Source: an optimization exercise on an open RTL-to-GDS flow (aim: small area). Production flows keep margins and buffers that such runs may drop.
At most, simulation tests tie the RTL to the original design; equivalence was not proved.
Power figures rest on the tool's default switching activity, not on a simulated workload.

// Uart
module Uart (clk, reset, rx, tx);
    input  wire clk, reset;
    input  wire rx;
    output wire tx;
    reg  [10:0] rc;
    wire        r_idle = (rc[10:1] == 10'd1);
    wire        r_done = r_idle & ~rc[0];
    always @(posedge clk or posedge reset) begin
        if (reset)       rc <= 11'd3;
        else if (r_idle) rc <= rx ? 11'd3 : 11'd834;
        else             rc <= rc + 11'd1;
    end
    reg rbit;
    always @(posedge clk)
        if (rc[6:0] == 7'd0) rbit <= rx;
    reg  [3:0] tp;
    reg  [6:0] tq;
    reg        txr;
    reg        pf;
    wire       empty, full;
    wire       t_idle = (tp == 4'd9);
    wire       q_end  = (tq == 7'd125);
    wire       t_rd   = (tp == 4'd15) & (tq == 7'd0);
    always @(posedge clk or posedge reset) begin
        if (reset) begin
            tp  <= 4'd9;
            txr <= 1'b1;
        end else if (t_idle) begin
            if (~empty) tp <= 4'd15;
        end else if (q_end) begin
            tp  <= tp + 4'd1;
            txr <= (tp == 4'd15) ? 1'b0 : (tp == 4'd8) ? 1'b1 : pf;
        end
    end
    always @(posedge clk)
        tq <= (t_idle | q_end) ? 7'd0 : tq + 7'd1;
    assign tx = txr;
    reg [4:0] wpos, tpos;
    function [4:0] dec17(input [4:0] x);
        dec17 = (x == 5'd0) ? 5'd16 : x - 5'd1;
    endfunction
    function [4:0] inc17(input [4:0] x);
        inc17 = (x == 5'd16) ? 5'd0 : x + 5'd1;
    endfunction
    assign full  = (wpos == tpos);
    assign empty = (wpos == inc17(tpos));
    always @(posedge clk or posedge reset) begin
        if (reset) begin
            wpos <= 5'd0;
            tpos <= 5'd16;
        end else begin
            if (~(r_done & ~full)) wpos <= dec17(wpos);
            if (~t_rd)             tpos <= dec17(tpos);
        end
    end
    wire wr_ok = (wpos == 5'd0) & rc[10] & ~(full & (tp <= {1'b0, rc[9:7]}));
    wire [7:0] tail;
    genvar k;
    generate
        for (k = 0; k < 8; k = k + 1) begin : g_ring
            reg [16:0] r;
  ...
For scale: roughly 380 cells after synthesis, about 0.0051 sq mm of cells after synthesis.
clock: 8.0 ns
lec_check: 0
cap_margin: 20
core_margin: 2
core_utilization: 70
cts_cluster_diameter: 500
cts_cluster_size: 100
slew_margin: 20
run.sh (not shown) runs the stock make flow with config.mk's settings and CLKGATE_MAP_FILE= SYNTH_SCRIPT=/design/flow/synth_recipe.tcl, a recipe that flattens the netlist after the stock synthesis.
The first run completed with no timing, DRC or antenna violations.
Next try:
--- a/flow/config.mk
+++ b/flow/config.mk
@@ -10,4 +10,3 @@
 export CORE_UTILIZATION = 70
-export CTS_CLUSTER_DIAMETER = 500
-export CTS_CLUSTER_SIZE = 100
+export CTS_BUF_LIST = sky130_fd_sc_hd__clkbuf_8
 export SLEW_MARGIN = 20
Effect:
- routed wire length fell by about a fifth
- via count fell by a few percent
- total power fell by roughly a tenth
- die area is unchanged
Next try:
--- a/flow/config.mk
+++ b/flow/config.mk
@@ -9,4 +9,3 @@
 export CORE_MARGIN = 2
-export CORE_UTILIZATION = 70
-export CTS_BUF_LIST = sky130_fd_sc_hd__clkbuf_8
+export CORE_UTILIZATION = 40
 export SLEW_MARGIN = 20
Effect: Final area grows by a few percent. Total power rose by about a fifth. Wire length fell by a few percent. Utilization decreases by 34 points. Area after synthesis does not change. First-iteration DRC count came out lower by a quarter to a third. Synthesized cell count stays the same.
Next try:
--- a/flow/config.mk
+++ b/flow/config.mk
@@ -9,3 +9,5 @@
 export CORE_MARGIN = 2
-export CORE_UTILIZATION = 40
+export CORE_UTILIZATION = 70
+export CTS_CLUSTER_DIAMETER = 200
+export CTS_CLUSTER_SIZE = 50
 export SLEW_MARGIN = 20
What happened: The new run went through all stages and came out clean; global-route usage grows by 15 points; design area shrinks slightly; area after synthesis stays the same; wire length came out higher by a quarter to a third; total power went down slightly; first-iteration DRC count rises by well over a third; register-to-register slack loses 0.11 ns; non-clock buffer count does not change; fmax decreases by a few percent.

Uart, a different RTL version from the one above (not shown whole).
For scale: about 330 cells after synthesis, ~4 I/O pins, roughly 4700 um^2 of cells after synthesis.
Design Uart, start of the top module:
module Uart (clk, reset, rx, tx);
    input  wire clk, reset;
    input  wire rx;
    output wire tx;
    reg  [10:0] rc;
    wire        r_idle = (rc[10:1] == 10'd1);
    wire        r_done = r_idle & ~rc[0];
    always @(posedge clk or posedge reset) begin
        if (reset)       rc <= 11'd3;
        else if (r_idle) rc <= rx ? 11'd3 : 11'd834;
        else             rc <= rc + 11'd1;
    end
    reg rbit;
    always @(posedge clk)
        if (rc[6:0] == 7'd0) rbit <= rx;
    reg  [3:0] tp;
    reg  [6:0] tq;
    reg        txr;
    reg        pf;
    wire       empty, full;
    wire       t_idle = (tp == 4'd9);
    wire       q_end  = (tq == 7'd96);
    wire       t_rd   = (tp == 4'd15) & (tq == 7'd1);
    always @(posedge clk or posedge reset) begin
        if (reset) begin
            tp  <= 4'd9;
            txr <= 1'b1;
        end else if (t_idle) begin
            if (~empty) tp <= 4'd15;
        end else if (q_end) begin
            tp  <= tp + 4'd1;
            txr <= (tp == 4'd15) ? 1'b0 : (tp == 4'd8) ? 1'b1 : pf;
        end
    end
    always @(posedge clk)
        tq <= (t_idle | q_end) ? 7'd1 : {tq[5:0], tq[6] ^ tq[5]};
    assign tx = txr;
    reg [4:0] wpos, tpos;
    wire [4:0] wstep = {wpos[3:0], ~(wpos[4] ^ (wpos[0] & wpos[1]))};
    wire [4:0] tstep = {tpos[3:0], ~(tpos[4] ^ (tpos[0] & tpos[1]))};
    assign full  = (wpos == tpos);
    assign empty = (wstep == tpos);
    always @(posedge clk or posedge reset) begin
        if (reset) begin
            wpos <= 5'd2;
            tpos <= 5'd5;
        end else begin
            if (~(r_done & ~full)) wpos <= wstep;
            if (~t_rd)             tpos <= tstep;
        end
    end
  ...
clock: 8.0 ns
lec_check: 0
cap_margin: 20
core_margin: 2
core_utilization: 70
slew_margin: 20
standard.sh (not shown) runs the stock make flow with config.mk's settings and CLKGATE_MAP_FILE= SYNTH_SCRIPT=/design/flow/synth_recipe.tcl, a recipe that flattens the netlist after the stock synthesis.
==> flow/flow/run.sh <==
#!/bin/bash
set -e
export CTS_ARGS="-sink_clustering_enable -repair_clock_nets -dont_use_dummy_load -buf_list sky130_fd_sc_hd__clkbuf_8 -sink_clustering_size 25 -sink_clustering_max_diameter 100 -sink_clustering_levels 1"
bash standard.sh > standard.log 2>&1
The first run ran to the end with no violations.
Edit:
==> flow/flow/run.sh (replaced) <==
#!/bin/bash
set -e
export CTS_ARGS="-sink_clustering_enable -repair_clock_nets -dont_use_dummy_load -buf_list sky130_fd_sc_hd__clkbuf_16 -sink_clustering_size 40 -sink_clustering_max_diameter 150 -sink_buffer_max_cap_derate 1.0"
bash standard.sh > standard.log 2>&1
After rerunning:
- The new run finished clean
- worst setup slack improves by 0.015 ns
- via count grows by 5.8%
- register-to-register slack degrades by 0.11 ns
- design area grows by 3.8%
- die area does not change
Function was not checked in any run of this note: the RTL went through the layout flow alone.

## static timing again, ports no longer ideal
The flow's constraints put no driver on any port. The routed layouts listed below were extracted and timed again, unchanged, in two steps. Step 1: set_driving_cell puts a clkbuf_16 on clk and a buf_2 on each other input, an assumption about the parent block. Step 2 times the ports against the registers' clock, not the clock port: input delays grow and output delays shrink by t, the midpoint of the rising clock arrivals with the driver on. a / b / c = no drivers / after step 1 / after step 2; a / b = the first two.
run | t, ns | setup slack, ns | hold WS [ns] | worst slew at a driven data input, ns
the first run of note 1 | 0.536 | 4.843 / 4.816 / 5.352 | 0.326 / 0.326 / 0.326 | 0.03
the second run of note 1 | 0.456 | 4.925 / 4.895 / 5.350 | 0.317 / 0.317 / 0.317 | 0.03
the third run of note 1 | 0.448 | 4.925 / 4.887 / 5.335 | 0.321 / 0.321 / 0.321 | 0.03
the fourth run of note 1 | 0.536 | 4.843 / 4.816 / 5.352 | 0.326 / 0.326 / 0.326 | 0.03
the first run of note 2 | 0.444 | 4.953 / 4.921 / 5.365 | 0.312 / 0.312 / 0.312 | 0.03
the second run of note 2 | 0.434 | 4.968 / 4.931 / 5.365 | 0.316 / 0.316 / 0.316 | 0.03
After both steps setup and hold are still met in every run listed.
